From an optimization exercise on the open Yosys and OpenROAD flow, aimed at small area; shortcuts taken in it are not production practice. Where RTL was checked, it was by simulation tests only, not by an equivalence proof against the original. The RTL of runs 2 to 4 was laid out without a check of its function. No activity file was given, so power comes from the tool's default toggle rates.

==> run.sh <==
#!/bin/bash
# synth_recipe.tcl (not shown) runs the flow's synth.tcl, then flattens the netlist and writes it again
# the make line also repeats each setting of config.mk as NAME=value (left out here)
make -C /OpenROAD-flow-scripts/flow DESIGN_CONFIG=/design/flow/config.mk WORK_HOME=/design/flow/orfs CLKGATE_MAP_FILE= SYNTH_SCRIPT=/design/flow/synth_recipe.tcl finish
==> config.mk <==
export PLATFORM = sky130hd
export DESIGN_NAME = parking_system
export DESIGN_NICKNAME = parking_system
export VERILOG_FILES = /design/flow/design.v
export SDC_FILE = /design/flow/constraint.sdc
export NUM_CORES = 4
export LEC_CHECK = 0
export CAP_MARGIN = 20
export CORE_MARGIN = 2
export CORE_UTILIZATION = 40
export SLEW_MARGIN = 20
==> constraint.sdc <==
create_clock -name core_clock -period 10.0 [get_ports {clk}]
set_input_delay 2.0000 -clock core_clock [delete_from_list [all_inputs] [get_ports {clk}]]
set_output_delay 2.0000 -clock core_clock [all_outputs]
set_load 0.01 [all_outputs]
==> design.v <==
`timescale 1ns / 1ps
module parking_system( 
  input clk,reset_n,
  input sensor_entrance, sensor_exit, 
  input pushbutton_0,input pushbutton_1,
  output reg [3:0] digit_out,
  output reg GREEN_LED,output reg RED_LED,output reg IDLE_LED
);
parameter IDLE = 3'b000, WAIT_PASSWORD = 3'b001, WRONG_PASS = 3'b010, RIGHT_PASS = 3'b011,STOP = 3'b100;
parameter WAIT_EXIT_PASSWORD = 3'b101, RIGHT_EXIT_PASS = 3'b111;
parameter pass1=4'b1100, pass2=4'b1001, pass3=4'b1010, pass4=4'b0101;  
parameter CAPACITY=4;
parameter GATE_DELAY=11'd1935, SHOW_DELAY=15'd1935;
parameter TICK_01=15'd8079, TICK_23=15'd1935;
reg[2:0] current_state;
reg red_tmp,green_tmp,idle_temp;
reg[4:0] num_cars;
reg [3:0] password_temp;
reg button_old_0;
reg button_old_1;
reg [3:0] temp_counter;
reg [10:0] delay;
reg [3:0] flag;
reg [3:0] change_flag;
reg [3:0]counter[0:3];
reg [14:0]delays[0:3];
reg [14:0]show_delay;
always @(posedge clk)
begin
  if(reset_n==1)
  begin
    current_state<=IDLE;
    red_tmp<=1'b0;
    green_tmp<=1'b0;
    idle_temp<=1'b0;
    RED_LED<=1'b0;
    GREEN_LED<=1'b0;
    IDLE_LED<=1'b0;
    num_cars<=0;
    password_temp<=0;
    button_old_0<=0;
    button_old_1<=0;
    temp_counter<=0;
    delay<=0;
    flag<=0;
    change_flag<=0;
    counter[0]<=0; counter[1]<=0; counter[2]<=0; counter[3]<=0;
    delays[0]<=0; delays[1]<=0; delays[2]<=0; delays[3]<=0;
    show_delay<=0;
    digit_out<=0;
  end
  else
  begin
    if(current_state==WAIT_PASSWORD || current_state==WAIT_EXIT_PASSWORD)
    begin
        if (pushbutton_0 == 1'b1 && button_old_0 == 0)
        begin
            password_temp<=password_temp*2;
            temp_counter<=temp_counter+1;  
            button_old_0<=1;
        end
        else if (pushbutton_0 == 1'b0 && button_old_0 == 1)
        begin
          button_old_0<=0;
        end   
      if (pushbutton_1 == 1'b1 && button_old_1 == 0)
        begin
            password_temp<=password_temp*2+1;  
            temp_counter<=temp_counter+1;
            button_old_1<=1;
        end
      else if (pushbutton_1 == 1'b0 && button_old_1 == 1)
        begin
          button_old_1<=0;
        end
    end
    case(current_state)
    IDLE: 
      begin
          temp_counter <= 3'b000;
          password_temp <= 4'b0000;
          if(sensor_entrance == 1 && num_cars < CAPACITY)
              current_state <= WAIT_PASSWORD;
          else if(sensor_exit == 1 && num_cars > 0)
              current_state <= WAIT_EXIT_PASSWORD;
          else
              current_state <= IDLE;
      end
    WAIT_PASSWORD: 
      begin
        if((temp_counter==4)&&((password_temp==pass1)||(password_temp==pass2)||(password_temp==pass3)||(password_temp==pass4)))
        begin
             if(password_temp==pass1)
                flag[0]<=1;
             else if(password_temp==pass2)
                flag[1]<=1;
             else if(password_temp==pass3)
                flag[2]<=1;
             else if(password_temp==pass4)
                flag[3]<=1;   
             current_state <= RIGHT_PASS;
             temp_counter<=0;
             password_temp<=4'b0000;
             num_cars<=num_cars+1;
        end
        else if((temp_counter==4)&&(password_temp!=pass1)&&(password_temp!=pass2)&&(password_temp!=pass3)&&(password_temp!=pass4))
        begin
            current_state <= IDLE;
            temp_counter<=0;
            password_temp<=4'b0000;
        end
        else
            current_state<=WAIT_PASSWORD;
      end
    WAIT_EXIT_PASSWORD: 
      begin
        if((temp_counter==4)&&((password_temp==pass1)||(password_temp==pass2)||(password_temp==pass3)||(password_temp==pass4)))
        begin
             if(password_temp==pass1)
             begin
                flag[0]<=0;
                change_flag[0]<=1;
             end   
             else if(password_temp==pass2)
             begin
                flag[1]<=0;
                change_flag[1]<=1;
             end   
             else if(password_temp==pass3)
             begin
                flag[2]<=0;
                change_flag[2]<=1;
             end   
             else if(password_temp==pass4)
             begin
                flag[3]<=0;
                change_flag[3]<=1;
             end      
             current_state <= RIGHT_EXIT_PASS;
             temp_counter<=0;
             password_temp<=4'b0000;
             num_cars<=num_cars-1;
        end
        else if((temp_counter==4)&&(password_temp!=pass1)&&(password_temp!=pass2)&&(password_temp!=pass3)&&(password_temp!=pass4))
        begin
            current_state <= IDLE;
            temp_counter<=0;
            password_temp<=4'b0000;
        end
        else
            current_state<=WAIT_EXIT_PASSWORD;
      end
    RIGHT_PASS: 
    begin
      delay <= delay+1;
      if(delay==GATE_DELAY)  
      begin
          delay <= 0;
          current_state <= IDLE;
      end
      else
        current_state<=RIGHT_PASS;
    end
    RIGHT_EXIT_PASS: 
    begin
      delay <= delay+1;
      if(delay==GATE_DELAY)
      begin
          delay <= 0;
          current_state <= IDLE;
      end
      else
        current_state<=RIGHT_EXIT_PASS;
    end
    default: 
      current_state <= IDLE;
    endcase
    case(current_state)
       IDLE: 
       begin
         idle_temp<=1'b1;
         red_tmp <= 1'b0;
         green_tmp <= 1'b0;
       end
       WAIT_PASSWORD: 
       begin
         idle_temp<=1'b0;
         red_tmp <= 1'b1;
         green_tmp <= 1'b1;
       end
       WAIT_EXIT_PASSWORD: 
       begin
         idle_temp<=1'b1;
         red_tmp <= 1'b1;
         green_tmp <= 1'b1;
       end
       RIGHT_EXIT_PASS: 
       begin
         idle_temp<=1'b1;
         red_tmp <= 1'b0;
         green_tmp <= 1'b1;
       end
       RIGHT_PASS: 
       begin
         idle_temp<=1'b0;
         red_tmp <= 1'b0;
         green_tmp <= 1'b1;
       end
       default: ;
    endcase
    RED_LED <=red_tmp;
    GREEN_LED <= green_tmp;
    IDLE_LED <= idle_temp;
    if(flag[0]==1)
    begin
      delays[0]<=delays[0]+1;
      if(delays[0]==TICK_01)
      begin
        delays[0]<=0;
        counter[0]<=counter[0]+1;
      end
    end
    if(flag[1]==1)
    begin
      delays[1]<=delays[1]+1;
      if(delays[1]==TICK_01)
      begin
        delays[1]<=0;
        counter[1]<=counter[1]+1;
      end
    end
    if(flag[2]==1)
    begin
      delays[2]<=delays[2]+1;
      if(delays[2]==TICK_23)
      begin
        delays[2]<=0;
        counter[2]<=counter[2]+1;
      end
    end
    if(flag[3]==1)
    begin
      delays[3]<=delays[3]+1;
      if(delays[3]==TICK_23)
      begin
        delays[3]<=0;
        counter[3]<=counter[3]+1;
      end
    end 
    if(change_flag[0]==1)
    begin
      if(show_delay==SHOW_DELAY)
      begin
        digit_out<=num_cars;
        show_delay<=0;
        change_flag[0]<=0;
        delays[0]<=0;
        counter[0]<=0;
      end  
      else
      begin
        digit_out<=(counter[0]/5);
        show_delay<=show_delay+1;      
      end
    end
    else if(change_flag[1]==1)
    begin
      if(show_delay==SHOW_DELAY)
      begin
        digit_out<=num_cars;
        show_delay<=0;
        change_flag[1]<=0;
        delays[1]<=0;
        counter[1]<=0;
      end  
      else
      begin
        digit_out<=(counter[1]/5);
        show_delay<=show_delay+1;      
      end
    end  
    else if(change_flag[2]==1)
    begin
      if(show_delay==SHOW_DELAY)
      begin
        digit_out<=num_cars;
        show_delay<=0;
        change_flag[2]<=0;
        delays[2]<=0;
        counter[2]<=0;
      end  
      else
      begin
        digit_out<=(counter[2]/5);
        show_delay<=show_delay+1;      
      end
    end  
    else if(change_flag[3]==1)
    begin
      if(show_delay==SHOW_DELAY)
      begin
        digit_out<=num_cars;
        show_delay<=0;
        change_flag[3]<=0;
        delays[3]<=0;
        counter[3]<=0;
      end  
      else
      begin
        digit_out<=counter[3]/5;
        show_delay<=show_delay+1;      
      end
    end    
    else
        digit_out<=num_cars;
  end
end
endmodule
==> impl_metrics.env, run 1 <==
export IMPL_cts_tree="built"
export IMPL_postCtsHoldBufs=0
export IMPL_crit_cells=5
export IMPL_syn2layout_area_growth_pct=13.20
export IMPL_synth_common_cells="nor2_1 (139), dfxtp_1 (138), nand2_1 (65), xor2_1 (45), xnor2_1 (41)"
export IMPL_cp_slowest_stage_delay_ns=0.47
export IMPL_core_um2=16700
export IMPL_boundaryPins=13
export IMPL_hold_viol=0
export IMPL_finalSetupViolCount=0
export IMPL_min_path_cells=1
export IMPL_hold_ws_ns=0.4626
export IMPL_fin_crit_ns=3.370
export IMPL_drtPass1Iterations=4
export IMPL_muxShareOfSynthArea=0.008909
export IMPL_dp_slack_ns=6.182
export IMPL_ys_warn_count=3
export IMPL_nNetsFinal=852
export IMPL_synth_compound_area_frac=0.09327
export IMPL_crit_buf_inv=2
export IMPL_seqCellArea_um2=2763
export IMPL_drive_above_1_share=0.05976
export IMPL_synth_most_common_cell="nor2_1"
export IMPL_synth_edf_count=0
export IMPL_h_tree_depth=4
export IMPL_clk_path_buf_depth=2
export IMPL_worst_ep_required_time_ns=10.29
export IMPL_r2r_cells=9
export IMPL_pwr_share_comb=0.019
export IMPL_n_antenna_cell=0
export IMPL_powerDensity_nw_per_um2=161.7
export IMPL_cts_sinks=138
export IMPL_synth_fp_nets=845
export IMPL_rsz0062_at_grt="false"
export IMPL_dr_first_iter_drc_count=197
export IMPL_p_seq_frac=0.440
export IMPL_min_from="green_tmp$_SDFFE_PP0P_"
export IMPL_p_clk_frac=0.541
export IMPL_power_switching_mw=0.2525
export IMPL_synthDistinctLibCells=57
export IMPL_grt_max_degree=40
export IMPL_grt_pass1_vias=4900
export IMPL_detail_route_wl_per_cell_um=12.19
export IMPL_worst_slack_ns=6.630
export IMPL_status="finished clean"
export IMPL_timing_final_crit_share=0.3370
export IMPL_overflow=0
export IMPL_multi_input_area_um2=3860
export IMPL_synth_top_cell_area_share=0.4015
export IMPL_yosys_area_top_type="dfxtp_1"
export IMPL_vias=5177
export IMPL_rows=47
export IMPL_synthFlopType="dfxtp_1"
export IMPL_cp_top_family="buffers and inverters"
export IMPL_viasPerCell=4.978
export IMPL_switching_share=0.2005
export IMPL_synth_xor_area_frac=0.1095
export IMPL_start_util=0.4120
export IMPL_clk_pin_slew_ns=0.06
export IMPL_clk_latency_ns=0.42
export IMPL_postCtsResizedCells=0
export IMPL_synth_area_leaders="dfxtp_1 (40%), nor2_1 (7.6%), ha_1 (6.7%), xor2_1 (5.7%), xnor2_1 (5.2%)"
export IMPL_power_leakage_nw=2.804
export IMPL_async_flop_share=0
export IMPL_synthSimpleGateAreaFrac=0.2784
export IMPL_ant_nets=0
export IMPL_fill_cells=1640
export IMPL_postSynthCellCount=801
export IMPL_ys_ff_latch=138
export IMPL_grtUsageTotal=0.1499
export IMPL_cts_buffers=17
export IMPL_antenna_found_initial=0
export IMPL_start_kind="primary input"
export IMPL_gp_congestion=0.7392
export IMPL_path_class="primary input to flop"
export IMPL_io_buffers=12
export IMPL_hpwl_um=8687
export IMPL_crit_slowest_cell="clkdlybuf4s50_1"
export IMPL_irDropWorstVdd_uv=121.2
export IMPL_p_int_mw=1.007
export IMPL_dieArea_um2=18270
export IMPL_grt_pass1_wl_um=22450
export IMPL_r2r_start="current_state[0]$_SDFF_PP0_"
export IMPL_cap_violations=0
export IMPL_arrival_ns=3.66
export IMPL_endpoint_kind="flop"
export IMPL_syn_avg_cell_area_um2=8.591
export IMPL_drt_wl_total_um=12680
export IMPL_synth_top_family_by_area="simple AND/OR/NAND/NOR gates"
export IMPL_synth_fa_ha_area_frac=0.07018
export IMPL_drc_errors=0
export IMPL_hold_path_class="flop to flop"
export IMPL_dieWidth_um=135.2
export IMPL_path_cells="clkdlybuf4s50_1 -> buf_4 -> a21o_1 -> or2_1 -> nor2_1"
export IMPL_max_freq_ghz=0.2968
export IMPL_cp_max_fo=39
export IMPL_maxSlewViolCount=0
export IMPL_fin_worst_skew_ns=0.005851
export IMPL_synth_area_um2=6882
export IMPL_yosysSeqAreaShare=0.4015
export IMPL_finalPower_mw=1.260
export IMPL_post_cts_buffers=0
export IMPL_fin_setup_tns_ns=0
export IMPL_startpoint="reset_n"
export IMPL_slew_limit_headroom=0.3796
export IMPL_clockRootBuffer="clkbuf_16"
export IMPL_tightest_slew_ns=0.9266
export IMPL_die_y_um=135.2
[layout make-up]
cell class | instances | area share
clock inverter | 12 | 0.02538
tap | 220 | 0.03534
timing repair buffer | 13 | 0.01638
sequential | 138 | 0.3546
clock buffer | 19 | 0.05686
inverter | 33 | 0.01590
multi-input combinational | 605 | 0.4955
[worst reg2reg max path: cells and delay by family (launching register included)]
family / cells / cell delay, ns
compound gates: 2 / 0.29
fa+ha+maj: 1 / 0.41
buf+inv: 1 / 0.14
flops: 1 / 0.59
mux: 1 / 0.33
simple gates: 4 / 0.95
[worst paths after layout]
kind / slack [ns] / to
worst max register to register: 7.15 / num_cars[4]$_SDFFE_PP0P_
worst min register to register: 0.46 / GREEN_LED$_SDFF_PP0_
worst max-delay path: 6.63 / delays[0][7]$_SDFF_PP0_
worst min-delay path: 0.46 / GREEN_LED$_SDFF_PP0_
[power by group through the flow]
stage	registers, mW	logic (mW)	clock network [mW]
floorplan	0.565	0.0199	0
detailed placement	0.566	0.0245	0
CTS	0.554	0.0246	0.699
global route	0.554	0.0274	0.725
finish	0.554	0.0241	0.681
global placement	0.566	0.0243	0
[flip-flops by register name (all words and copies together) (netlist names), 3 cells and up]
| signal | cells |
|---|---|
| delay | 11 |
| temp_counter | 4 |
| flag | 4 |
| digit_out | 4 |
| current_state | 3 |
| counter | 16 |
| password_temp | 4 |
| show_delay | 15 |
| delays | 60 |
| num_cars | 5 |
| change_flag | 4 |
[layer usage]
metal	global-route usage	part of all wire
met3	0.03816	0.020
met2	0.2307	0.43
met1	0.2020	0.53
met5	0	0
met4	0.05903	0.012
[kinds of logic (layout without fill, tap and decap cells)]
kind of cell	Yosys count	count (layout)
fa+ha+maj	38	38
flops	138	138
mux	6	6
buf+inv	58	77
compound gates	101	101
xor+xnor	86	86
simple gates	374	374
[metrics by stage]
step / cell area [µm²] / utilization / instances
final: 7790 / 0.4664 / 1040
after global routing: 7790 / 0.4664 / 1040
after global placement: 7149 / 0.4281 / 1009
after CTS: 7790 / 0.4664 / 1040
after floorplan: 6882 / - / 801
after detailed placement: 7149 / 0.4281 / 1009
[placed cells by master (no fill, tap or decap), types with 4 or more instances in the layout]
cell type,Yosys,final
clkdlybuf4s50_1,0,12
nand3b_1,6,6
nand3_1,25,25
inv_1,33,33
o21ai_0,19,19
nor4_1,6,6
bufinv_16,0,5
or3_1,9,9
a211oi_1,8,8
xnor2_1,41,41
nor3b_1,6,5
ha_1,37,37
clkbuf_16,0,17
mux2i_1,5,5
nor2b_1,8,8
nand2b_1,12,12
and3_1,16,16
and2_1,4,4
a31oi_1,5,5
nand4bb_1,5,5
a21o_1,6,6
nor3_1,16,16
xor2_1,45,45
nor2_1,139,139
dfxtp_1,138,138
a21oi_1,40,40
nand2_1,65,65
o21a_1,5,5
nand4_1,33,33
==> inputs of run 2 (changes only) <==
==> design.v (replaced) <==
`timescale 1ns / 1ps
module parking_system(
  input clk,reset_n,
  input sensor_entrance, sensor_exit,
  input pushbutton_0,input pushbutton_1,
  output [3:0] digit_out,
  output reg GREEN_LED,output reg RED_LED,output reg IDLE_LED
);
localparam [2:0] S_IDLE = 3'b100, S_WP = 3'b011, S_WEP = 3'b111,
                 S_RP = 3'b001, S_REP = 3'b101;
localparam [10:0] L11_END = 11'd1837;
localparam [12:0] L13_END = 13'd2280;
localparam [10:0] G_END = L11_END;
function [10:0] l11;   
  input [10:0] s;
  l11 = {s[9:0], ~(s[10] ^ s[8])};
endfunction
function [12:0] l13;   
  input [12:0] s;
  l13 = {s[11:0], ~(s[12] ^ s[1] ^ s[0])};
endfunction
reg [2:0] st;
reg [2:0] led_tmp;
reg [2:0] num_cars;
reg [4:0] sh;             
reg old0, old1;
reg [3:0] flag;
reg [3:0] cflag;
reg [3:0] cnt0, cnt1, cnt2, cnt3;
reg [12:0] d0, d1;
reg [10:0] d2, d3;
reg [10:0] show;
reg [10:0] gate;
reg [2:0] dig;
assign digit_out = {1'b0, dig};
wire is_idle  = ~st[0];
wire is_wait  = st[1];
wire is_right = st[0] & ~st[1];
wire exit_dir = st[2];
wire r0 = is_wait & pushbutton_0 & ~old0;
wire r1 = is_wait & pushbutton_1 & ~old1;
wire [3:0] pw = sh[3:0];
wire check = is_wait & sh[4];
wire v0 = pw == 4'b1100;
wire v1 = pw == 4'b1001;
wire v2 = pw == 4'b1010;
wire v3 = pw == 4'b0101;
wire valid = v0 | v1 | v2 | v3;
wire ok = check & valid;
wire [3:0] vs = {v3, v2, v1, v0};
wire gate_end = gate == G_END;
wire show_end = show == G_END;
wire pending = |cflag;
wire [3:0] sel = cflag[0] ? 4'b0001 : cflag[1] ? 4'b0010 : cflag[2] ? 4'b0100 :
                 cflag[3] ? 4'b1000 : 4'b0000;
wire [3:0] csel = cflag[0] ? cnt0 : cflag[1] ? cnt1 : cflag[2] ? cnt2 : cnt3;
wire [3:0] dclr = sel & {4{show_end}};
wire e0 = d0 == L13_END;
wire e1 = d1 == L13_END;
wire e2 = d2 == L11_END;
wire e3 = d3 == L11_END;
always @(posedge clk) begin
  if (reset_n) begin
    st <= S_IDLE;
    led_tmp <= 3'b000;
    {IDLE_LED, RED_LED, GREEN_LED} <= 3'b000;
    num_cars <= 0;
    old0 <= 0; old1 <= 0;
    flag <= 0; cflag <= 0;
    cnt0 <= 0; cnt1 <= 0; cnt2 <= 0; cnt3 <= 0;
    d0 <= 0; d1 <= 0; d2 <= 0; d3 <= 0;
    dig <= 0;
  end else begin
    led_tmp <= st;
    {IDLE_LED, RED_LED, GREEN_LED} <= led_tmp;
    if (is_wait) begin
      old0 <= pushbutton_0;
      old1 <= pushbutton_1;
    end
    if (is_idle) begin
      if (sensor_entrance && !num_cars[2]) st <= S_WP;
      else if (sensor_exit && num_cars != 0) st <= S_WEP;
    end else if (is_wait) begin
      if (check) st <= valid ? {exit_dir, 2'b01} : S_IDLE;
    end else begin
      if (gate_end) st <= S_IDLE;
    end
    if (ok) begin
      if (exit_dir) begin
        num_cars <= num_cars - 1'b1;
        flag <= flag & ~vs;
      end else begin
        num_cars <= num_cars + 1'b1;
        flag <= flag | vs;
      end
    end
    cflag <= (cflag | (vs & {4{ok & exit_dir}})) & ~dclr;
    if (flag[0]) begin d0 <= e0 ? 13'd0 : l13(d0); if (e0) cnt0 <= cnt0 + 1'b1; end
    if (flag[1]) begin d1 <= e1 ? 13'd0 : l13(d1); if (e1) cnt1 <= cnt1 + 1'b1; end
    if (flag[2]) begin d2 <= e2 ? 11'd0 : l11(d2); if (e2) cnt2 <= cnt2 + 1'b1; end
    if (flag[3]) begin d3 <= e3 ? 11'd0 : l11(d3); if (e3) cnt3 <= cnt3 + 1'b1; end
    if (dclr[0]) begin d0 <= 0; cnt0 <= 0; end
    if (dclr[1]) begin d1 <= 0; cnt1 <= 0; end
    if (dclr[2]) begin d2 <= 0; cnt2 <= 0; end
    if (dclr[3]) begin d3 <= 0; cnt3 <= 0; end
    if (pending && !show_end) dig <= csel / 3'd5;
    else dig <= num_cars;
  end
end
always @(posedge clk) begin
  if (!is_wait || sh[4]) sh <= 5'b00001;
  else if (r1) sh <= {sh[3:0], 1'b1};
  else if (r0) sh <= {sh[3:0], 1'b0};
  gate <= (is_right && !gate_end) ? l11(gate) : 11'd0;
  show <= (pending && !show_end) ? l11(show) : 11'd0;
end
endmodule
==> impl_metrics.env, run 2 <==
export IMPL_fin_cells=682
export IMPL_clockRootBuffer="clkbuf_16"
export IMPL_timing_final_crit_share=0.3445
export IMPL_synth_common_cells="dfxtp_1 (116), nor2_1 (79), a21oi_1 (40), nor2b_1 (36), mux2i_1 (30)"
export IMPL_drive_above_1_share=0.09346
export IMPL_cp_max_fo=25
export IMPL_dieWidth_um=113.8
export IMPL_irDropWorstVdd_uv=98.99
export IMPL_fin_setup_tns_ns=0
export IMPL_h_tree_depth=4
export IMPL_grt_pass1_wl_um=14940
export IMPL_drtPass1Iterations=5
export IMPL_n_antenna_cell=0
export IMPL_layout_commonest_cell="dfxtp_1"
export IMPL_antenna_found_initial=0
export IMPL_synth_top_cell_area_share=0.4816
export IMPL_tightest_slew_ns=0.9156
export IMPL_synthFlopType="dfxtp_1"
export IMPL_finalSetupViolCount=0
export IMPL_postSynthCellCount=514
export IMPL_rsz0062_at_grt="false"
export IMPL_start_util=0.4048
export IMPL_syn2layout_area_growth_pct=16.50
export IMPL_dr_first_iter_drc_count=188
export IMPL_io_buffers=11
export IMPL_hpwl_um=5592
export IMPL_path_class="primary input to flop"
export IMPL_post_cts_buffers=0
export IMPL_synth_area_um2=4822
export IMPL_mostFrequentLayoutCells="dfxtp_1 (116), nor2_1 (79), a21oi_1 (40)"
export IMPL_fin_crit_ns=3.445
export IMPL_core_um2=11910
export IMPL_ys_warn_count=1
export IMPL_hold_path_class="flop to flop"
export IMPL_status="finished clean"
export IMPL_cap_violations=0
export IMPL_postPlaceCellArea_um2=5001
export IMPL_fin_worst_skew_ns=0.007397
export IMPL_clk_path_buf_depth=2
export IMPL_endpoint_kind="flop"
export IMPL_overflow=0
export IMPL_grtUsageTotal=0.1441
export IMPL_slew_limit_headroom=0.3888
export IMPL_cts_buffers=17
export IMPL_grt_pass1_vias=3297
export IMPL_ys_ff_latch=116
export IMPL_max_freq_ghz=0.2903
export IMPL_postCtsHoldBufs=0
export IMPL_syn_avg_cell_area_um2=9.382
export IMPL_cts_tree="built"
export IMPL_yosys_area_top_type="dfxtp_1"
export IMPL_power_leakage_nw=2.061
export IMPL_synth_most_common_cell="dfxtp_1"
export IMPL_gp_congestion=0.7379
export IMPL_synth_fp_nets=527
export IMPL_grt_max_degree=26
export IMPL_maxSlewViolCount=0
export IMPL_clk_latency_ns=0.41
export IMPL_die_y_um=113.8
export IMPL_synth_area_leaders="dfxtp_1 (48%), mux2i_1 (6.2%), nor2_1 (6.1%), nor2b_1 (4.7%), a21oi_1 (4.2%)"
export IMPL_drc_errors=0
export IMPL_boundaryPins=13
export IMPL_start_kind="primary input"
export IMPL_synthDistinctLibCells=62
export IMPL_synth_edf_count=0
export IMPL_ant_nets=0
export IMPL_cts_sinks=116
export IMPL_async_flop_share=0
export IMPL_fill_cells=1143
export IMPL_vias=3408
export IMPL_dieArea_um2=12950
export IMPL_yosysSeqAreaShare=0.4816
export IMPL_top_regs="d0 x13, d1 x13"
export IMPL_nNetsFinal=535
export IMPL_place_inst=650
export IMPL_powerDensity_nw_per_um2=197.7
export IMPL_postCtsResizedCells=0
export IMPL_fin_area_um2=5618
export IMPL_viasPerCell=4.997
export IMPL_drt_wl_total_um=8311
export IMPL_rows=40
export IMPL_detail_route_wl_per_cell_um=12.19
export IMPL_hold_viol=0
export IMPL_arrival_ns=3.71
export IMPL_worst_ep_required_time_ns=10.27
export IMPL_clk_pin_slew_ns=0.05
## run 2: where the power goes
group	switching [mW]	internal [mW]
logic	0.0118	0.00774
clock network	0.220	0.401
registers	0.00389	0.466
## run 2: layout make-up
type	count	area, µm²	area share
Multi-Input combinational cell	361	2328	0.4145
Sequential cell	116	2322	0.4134
Clock buffer	18	439.2	0.07817
Tap cell	147	183.9	0.03274
Clock inverter	14	177.7	0.03163
Timing Repair Buffer	11	110.1	0.01960
Inverter	15	56.30	0.01002
## run 2: final timing paths
| check | slack (ns) | cells past startpoint | to | from |
|---|---|---|---|---|
| setup / recovery | 6.56 | 3 | d0[6]$_SDFFE_PP0P_ | reset_n |
| hold reg to reg | 0.43 | 1 | RED_LED$_SDFF_PP0_ | led_tmp[1]$_SDFF_PP0_ |
| hold / removal | 0.43 | 1 | RED_LED$_SDFF_PP0_ | led_tmp[1]$_SDFF_PP0_ |
| setup reg to reg | 7.74 | 6 | dig[0]$_SDFF_PP0_ | cflag[0]$_SDFF_PP0_ |
## run 2: layer usage
layer | routed length [µm] | global-route usage
met1 | 4192 | 0.1887
met2 | 3654 | 0.2124
met5 | 0 | 0
met3 | 282 | 0.05579
met4 | 181 | 0.06179
## run 2: per-stage QoR
stage	total power, mW	util	hold WS, ns	setup slack [ns]
floorplan	0.4946	-	0.4138	7.197
global placement	0.4993	0.4199	0.4202	6.176
detailed placement	0.4999	0.4199	0.4239	6.154
CTS	1.125	0.4716	0.4372	6.558
global route	1.150	0.4716	0.4623	6.340
finish	1.110	0.4716	0.4321	6.555
## run 2: logic make-up (layout without fill, tap and decap cells)
kind of cell,after synthesis,in the layout,synth area share
simple gates,231,231,0.2678
flops,116,116,0.4816
compound gates,70,70,0.09185
buf+inv,37,58,0.03554
mux,31,31,0.06461
xor+xnor,21,21,0.03814
fa+ha+maj,7,7,0.01972
other cells,1,1,0.0007777
## run 2: critical path, cell delays in order
cell and delay, ns:
clkdlybuf4s50_1 1.06, a21o_1 0.52, nor2_1 0.13
==> inputs of run 3 (changes only) <==
--- a/config.mk
+++ b/config.mk
@@ -10,2 +10,5 @@
 export CORE_UTILIZATION = 40
+export CTS_BUF_LIST = sky130_fd_sc_hd__clkbuf_4
+export CTS_CLUSTER_DIAMETER = 150
+export CTS_CLUSTER_SIZE = 40
 export SLEW_MARGIN = 20
==> impl_metrics.env, run 3 <==
export IMPL_status="finished clean"
export IMPL_power_leakage_nw=1.924
export IMPL_grtUsageTotal=0.1434
export IMPL_postSynthCellCount=514
export IMPL_hpwl_um=5592
export IMPL_maxSlewViolCount=0
export IMPL_min_path_cells=1
export IMPL_dr_first_iter_drc_count=176
export IMPL_tightest_slew_ns=0.9220
export IMPL_grt_pass1_vias=3278
export IMPL_powerDensity_nw_per_um2=160.3
export IMPL_drt_wl_total_um=8291
export IMPL_max_freq_ghz=0.2949
export IMPL_path_cells="clkdlybuf4s50_1"
export IMPL_mostFrequentLayoutCells="dfxtp_1 (116), nor2_1 (79), a21oi_1 (40)"
export IMPL_overflow=0
export IMPL_grt_max_degree=26
export IMPL_ant_nets=0
export IMPL_fin_area_um2=5313
export IMPL_p_clk_frac=0.426
export IMPL_vias=3399
export IMPL_top_regs="d0 x13, d1 x13"
export IMPL_synthSimpleGateAreaFrac=0.2678
export IMPL_worstReg2RegEnd="dig[0]$_SDFF_PP0_"
export IMPL_r2r_start="cflag[0]$_SDFF_PP0_"
export IMPL_grt_use_met3=0.05420
export IMPL_synth_top_family_by_area="simple AND/OR/NAND/NOR gates"
export IMPL_fin_crit_ns=3.391
export IMPL_synth_fa_ha_area_frac=0.01972
export IMPL_use_met2=0.2140
export IMPL_grt_met1_usage=0.1871
export IMPL_start_kind="flop"
export IMPL_ys_ff_latch=116
export IMPL_cts_tree="built"
export IMPL_hold_path_class="flop to flop"
export IMPL_nNetsFinal=535
export IMPL_fin_setup_tns_ns=0
export IMPL_cts_buffers=17
export IMPL_io_buffers=11
export IMPL_post_cts_buffers=0
export IMPL_syn_avg_cell_area_um2=9.382
export IMPL_clockRootBuffer="clkbuf_4"
export IMPL_timing_final_crit_share=0.3391
export IMPL_crit_buf_inv=1
export IMPL_async_flop_share=0
export IMPL_drc_errors=0
export IMPL_power_switching_mw=0.2029
export IMPL_cp_top_family="buffers and inverters"
export IMPL_cap_violations=0
export IMPL_worst_ep_required_time_ns=8.00
export IMPL_hold_viol=0
export IMPL_r2r_cells=6
export IMPL_synth_top_cell_area_share=0.4816
export IMPL_rows=40
export IMPL_arrival_ns=1.39
export IMPL_hold_end="RED_LED$_SDFF_PP0_"
export IMPL_reg2reg_slack_ns=7.72
export IMPL_switching_share=0.2382
export IMPL_dieWidth_um=113.8
export IMPL_boundaryPins=13
export IMPL_synth_edf_count=0
export IMPL_h_tree_depth=4
export IMPL_ys_warn_count=1
export IMPL_drive_above_1_share=0.09159
export IMPL_layout_commonest_cell="dfxtp_1"
export IMPL_drtPass1Iterations=4
export IMPL_die_y_um=113.8
export IMPL_pwr_share_comb=0.023
export IMPL_min_from="led_tmp[1]$_SDFF_PP0_"
export IMPL_dieArea_um2=12950
export IMPL_hold_ws_ns=0.4455
export IMPL_synth_compound_area_frac=0.09185
export IMPL_cp_slowest_stage_delay_ns=0.53
export IMPL_antenna_found_initial=1
export IMPL_endpoint_kind="output pin"
export IMPL_irDropWorstVdd_uv=101.7
export IMPL_slew_limit_headroom=0.3834
export IMPL_finalSetupViolCount=0
export IMPL_core_um2=11910
export IMPL_postCtsResizedCells=0
export IMPL_crit_slowest_cell="clkdlybuf4s50_1"
export IMPL_start_util=0.4048
export IMPL_clk_pin_slew_ns=0.11
export IMPL_grt_busiest_layer="met2"
export IMPL_synth_xor_area_frac=0.03814
export IMPL_postPlaceCellArea_um2=5001
export IMPL_cts_sinks=116
export IMPL_postCtsHoldBufs=0
export IMPL_synthFlopType="dfxtp_1"
export IMPL_rsz0062_at_grt="false"
export IMPL_path_class="flop to output pin"
export IMPL_detail_route_wl_per_cell_um=12.14
export IMPL_p_int_mw=0.6489
export IMPL_yosysSeqAreaShare=0.4816
export IMPL_clk_path_buf_depth=2
export IMPL_gp_congestion=0.7379
export IMPL_cp_max_fo=1
export IMPL_grt_pass1_wl_um=14860
export IMPL_synthDistinctLibCells=62
export IMPL_syn2layout_area_growth_pct=10.17
export IMPL_viasPerCell=4.977
export IMPL_worst_slack_ns=6.609
export IMPL_muxShareOfSynthArea=0.06461
export IMPL_synth_fp_nets=527
export IMPL_p_seq_frac=0.551
export IMPL_fin_worst_skew_ns=0.01699
export IMPL_yosys_area_top_type="dfxtp_1"
export IMPL_synth_area_leaders="dfxtp_1 (48%), mux2i_1 (6.2%), nor2_1 (6.1%), nor2b_1 (4.7%), a21oi_1 (4.2%)"
export IMPL_dp_slack_ns=6.154
export IMPL_synth_common_cells="dfxtp_1 (116), nor2_1 (79), a21oi_1 (40), nor2b_1 (36), mux2i_1 (30)"
export IMPL_synth_area_um2=4822
export IMPL_synth_most_common_cell="dfxtp_1"
export IMPL_clk_latency_ns=0.52
## run 3: metal layers
metal	share of wire	vias to the layer above
li1	-	1774
met2	0.46	26
met3	0.029	6
met4	0.0094	0
met5	0	-
met1	0.51	1593
## run 3: power groups by stage
stage	combinational, mW	sequential, mW	clock (mW)
after floorplan	0.0167	0.478	0
after global placement	0.0194	0.480	0
after detailed placement	0.0198	0.480	0
after CTS	0.0199	0.470	0.376
after global routing	0.0226	0.471	0.397
final	0.0196	0.470	0.363
## run 3: cells by family (layout without fill, tap and decap cells)
kind of cell,Yosys count,after routing
AND/OR/NAND/NOR,231,231
flip-flops,116,116
AO/OA/AOI/OAI,70,70
buffers and inverters,37,58
multiplexers,31,31
XOR/XNOR,21,21
adder cells (fa/ha/maj),7,7
other,1,2
## run 3: metrics by stage
| step | utilization | power (mW) | instances |
|---|---|---|---|
| floorplan | - | 0.4946 | 514 |
| global placement | 0.4199 | 0.4993 | 650 |
| detailed placement | 0.4199 | 0.4999 | 650 |
| CTS | 0.4458 | 0.8659 | 682 |
| global route | 0.4460 | 0.8902 | 683 |
| finish | 0.4460 | 0.8518 | 683 |
## run 3: final cells by class
type	count	area, µm²
antenna	1	2.502
clock buffer	17	127.6
clock inverter	15	181.4
fill	1186	6599
inverter	15	56.30
multi-input combinational	361	2328
sequential	116	2322
tap	147	183.9
timing repair buffer	11	110.1
## run 3: worst max path at each step
stage | slack [ns] | cells after the start | endpoint | startpoint
after floorplan | 7.20 | 4 | sh[2]$_SDFFE_PP0P_ | pushbutton_1
after global placement | 6.18 | 3 | cnt0[1]$_SDFFE_PP0P_ | reset_n
after detailed placement | 6.15 | 3 | d0[6]$_SDFFE_PP0P_ | reset_n
after CTS | 6.56 | 1 | digit_out[0] | dig[0]$_SDFF_PP0_
after global routing | 6.50 | 3 | d0[6]$_SDFFE_PP0P_ | reset_n
final | 6.61 | 1 | digit_out[1] | dig[1]$_SDFF_PP0_
==> inputs of run 4 (changes only) <==
--- a/config.mk
+++ b/config.mk
@@ -9,6 +9,6 @@
 export CORE_MARGIN = 2
-export CORE_UTILIZATION = 40
-export CTS_BUF_LIST = sky130_fd_sc_hd__clkbuf_4
-export CTS_CLUSTER_DIAMETER = 150
-export CTS_CLUSTER_SIZE = 40
+export CORE_UTILIZATION = 70
+export CTS_BUF_LIST = sky130_fd_sc_hd__clkbuf_8
+export CTS_CLUSTER_DIAMETER = 300
+export CTS_CLUSTER_SIZE = 60
 export SLEW_MARGIN = 20
==> impl_metrics.env, run 4 <==
export IMPL_cts_tree="built"
export IMPL_io_buffers=11
export IMPL_multi_input_area_um2=2328
export IMPL_maxSlewViolCount=0
export IMPL_start_util=0.7177
export IMPL_synthFlopType="dfxtp_1"
export IMPL_place_inst=583
export IMPL_synth_most_common_cell="dfxtp_1"
export IMPL_fin_crit_ns=3.430
export IMPL_drt_wl_total_um=8379
export IMPL_reg2reg_slack_ns=7.63
export IMPL_hold_path_class="flop to flop"
export IMPL_arrival_ns=3.71
export IMPL_grtUsageTotal=0.2382
export IMPL_synth_top_cell_area_share=0.4816
export IMPL_drc_errors=0
export IMPL_cp_max_fo=25
export IMPL_async_flop_share=0
export IMPL_endpoint_kind="flop"
export IMPL_path_class="primary input to flop"
export IMPL_cap_violations=0
export IMPL_clockRootBuffer="clkbuf_8"
export IMPL_boundaryPins=13
export IMPL_dieWidth_um=87
export IMPL_grt_pass1_vias=3188
export IMPL_yosys_area_top_type="dfxtp_1"
export IMPL_synth_area_leaders="dfxtp_1 (48%), mux2i_1 (6.2%), nor2_1 (6.1%), nor2b_1 (4.7%), a21oi_1 (4.2%)"
export IMPL_die_y_um=87
export IMPL_yosysSeqAreaShare=0.4816
export IMPL_r2r_cells=6
export IMPL_ys_ff_latch=116
export IMPL_postPlaceCellArea_um2=4917
export IMPL_r2r_start="cflag[0]$_SDFF_PP0_"
export IMPL_power_leakage_nw=1.995
export IMPL_dieArea_um2=7569
export IMPL_fill_cells=446
export IMPL_rows=30
export IMPL_fin_cells=615
export IMPL_postCtsHoldBufs=0
export IMPL_mostFrequentLayoutCells="dfxtp_1 (116), nor2_1 (79), a21oi_1 (40)"
export IMPL_clk_pin_slew_ns=0.07
export IMPL_fin_area_um2=5354
export IMPL_nNetsFinal=535
export IMPL_synth_fp_nets=527
export IMPL_clk_path_buf_depth=2
export IMPL_powerDensity_nw_per_um2=178.4
export IMPL_post_cts_buffers=0
export IMPL_synthDistinctLibCells=62
export IMPL_slew_limit_headroom=0.4183
export IMPL_clk_latency_ns=0.42
export IMPL_irDropWorstVdd_uv=124.2
export IMPL_rsz0062_at_grt="false"
export IMPL_worst_ep_required_time_ns=10.28
export IMPL_gp_congestion=0.7853
export IMPL_timing_final_crit_share=0.3430
export IMPL_status="finished clean"
export IMPL_overflow=0
export IMPL_worstReg2RegEnd="dig[0]$_SDFF_PP0_"
export IMPL_finalSetupViolCount=0
export IMPL_h_tree_depth=4
export IMPL_n_antenna_cell=0
export IMPL_hold_viol=0
export IMPL_detail_route_wl_per_cell_um=13.62
export IMPL_min_path_cells=1
export IMPL_grt_max_degree=26
export IMPL_utilization=0.7968
export IMPL_syn2layout_area_growth_pct=11.03
export IMPL_ant_nets=0
export IMPL_fin_setup_tns_ns=0
export IMPL_ys_warn_count=1
export IMPL_cts_sinks=116
export IMPL_max_freq_ghz=0.2916
export IMPL_cts_buffers=17
export IMPL_postCtsResizedCells=0
export IMPL_hpwl_um=5516
export IMPL_synth_area_um2=4822
export IMPL_tightest_slew_ns=0.8698
export IMPL_hold_end="GREEN_LED$_SDFF_PP0_"
export IMPL_start_kind="primary input"
export IMPL_antenna_found_initial=0
export IMPL_drtPass1Iterations=5
export IMPL_seqCellArea_um2=2322
export IMPL_min_from="led_tmp[0]$_SDFF_PP0_"
export IMPL_top_regs="d0 x13, d1 x13"
export IMPL_dr_first_iter_drc_count=135
export IMPL_layout_commonest_cell="dfxtp_1"
export IMPL_postSynthCellCount=514
export IMPL_synth_edf_count=0
export IMPL_grt_pass1_wl_um=14240
export IMPL_vias=3452
export IMPL_syn_avg_cell_area_um2=9.382
export IMPL_core_um2=6719
export IMPL_viasPerCell=5.613
export IMPL_fin_worst_skew_ns=0.007664
export IMPL_drive_above_1_share=0.08785
export IMPL_synth_common_cells="dfxtp_1 (116), nor2_1 (79), a21oi_1 (40), nor2b_1 (36), mux2i_1 (30)"
[run 4: cell counts after synthesis]
Identical to the previous run, type by type.
[run 4: kinds of logic after synthesis]
family | count (synthesis) | synth area share
and+or+nand+nor | 231 | 0.2678
muxes | 31 | 0.06461
adders and majority gates | 7 | 0.01972
other | 1 | 0.0007777
AOI/OAI and AO/OA | 70 | 0.09185
DFF | 116 | 0.4816
buffers and inverters | 37 | 0.03554
xor gates and xnor gates | 21 | 0.03814
[run 4: final cells by class]
type	instances	share of cell area
multi-input combinational	361	0.4349
sequential	116	0.4337
clock buffer	20	0.05141
clock inverter	12	0.03015
timing repair buffer	11	0.02057
tap	80	0.01870
inverter	15	0.01052
[run 4: stage by stage]
step	worst slack, ns	hold slack (ns)	power [mW]
finish	6.570	0.4364	0.9552
global route	6.477	0.4602	0.9833
CTS	6.609	0.4384	0.9615
detailed placement	6.168	0.4226	0.4997
global placement	6.224	0.4267	0.4990
floorplan	7.197	0.4138	0.4946
[run 4: metal layers]
layer / part of all wire / GRT usage
met5: 0 / 0
met4: 0.018 / 0.08949
met3: 0.027 / 0.07678
met2: 0.48 / 0.3775
met1: 0.48 / 0.3039
[run 4: where the power goes]
part	internal, mW	switching, mW	leakage (nW)	total [mW]
clock	0.288	0.178	0.228	0.466
combinational	0.00773	0.0120	0.830	0.0197
sequential	0.466	0.00396	0.937	0.470
total	0.761	0.194	1.99	0.955
[run 4: worst max-delay path by stage]
| stage | from | endpoint | slack (ns) | depth (start not counted) |
|---|---|---|---|---|
| finish | reset_n | d0[3]$_SDFFE_PP0P_ | 6.57 | 3 |
| global route | reset_n | d0[10]$_SDFFE_PP0P_ | 6.48 | 3 |
| CTS | reset_n | d0[8]$_SDFFE_PP0P_ | 6.61 | 3 |
| detailed placement | reset_n | d0[3]$_SDFFE_PP0P_ | 6.17 | 3 |
| global placement | reset_n | cnt0[2]$_SDFFE_PP0P_ | 6.22 | 3 |
| floorplan | pushbutton_1 | sh[2]$_SDFFE_PP0P_ | 7.20 | 4 |
[run 4: worst max-delay path, stage by stage]
cell,delay [ns]
clkdlybuf4s50_1,1.04
a21o_1,0.55
nor2_1,0.11

-- afterwards: timing with drivers on the ports --
The flow's constraints put no driver on any port. The routed layouts listed below were extracted and timed again, unchanged, in two steps.
Step 1 (the two cells are an assumption about what drives the block):
set clk [get_ports {clk}]
set_driving_cell -lib_cell sky130_fd_sc_hd__clkbuf_16 $clk
set_driving_cell -lib_cell sky130_fd_sc_hd__buf_2 [delete_from_list [all_inputs] $clk]
Step 2 times the ports against the registers' clock, not the clock port: input delays grow and output delays shrink by t, the midpoint of the rising clock arrivals with the driver on.
a / b / c = ideal ports / drivers / drivers and shift; a / b = the first two.
run | t (ns) | slack for setup (ns) | worst hold slack (ns) | worst slew at a driven data input, ns
run 1 | 0.460 | 6.630 / 6.651 / 6.191 | 0.463 / 0.463 / 0.463 | 0.03
run 2 | 0.446 | 6.555 / 6.570 / 6.124 | 0.432 / 0.432 / 0.432 | 0.03
run 3 | 0.540 | 6.609 / 6.579 / 6.142 | 0.445 / 0.445 / 0.445 | 0.03
run 4 | 0.446 | 6.570 / 6.581 / 6.135 | 0.436 / 0.436 / 0.436 | 0.04
After both steps setup and hold are still met in every run listed. The setup slack of run 3, which loses most, moves by -0.030 ns with the drivers and by -0.467 ns with both steps.
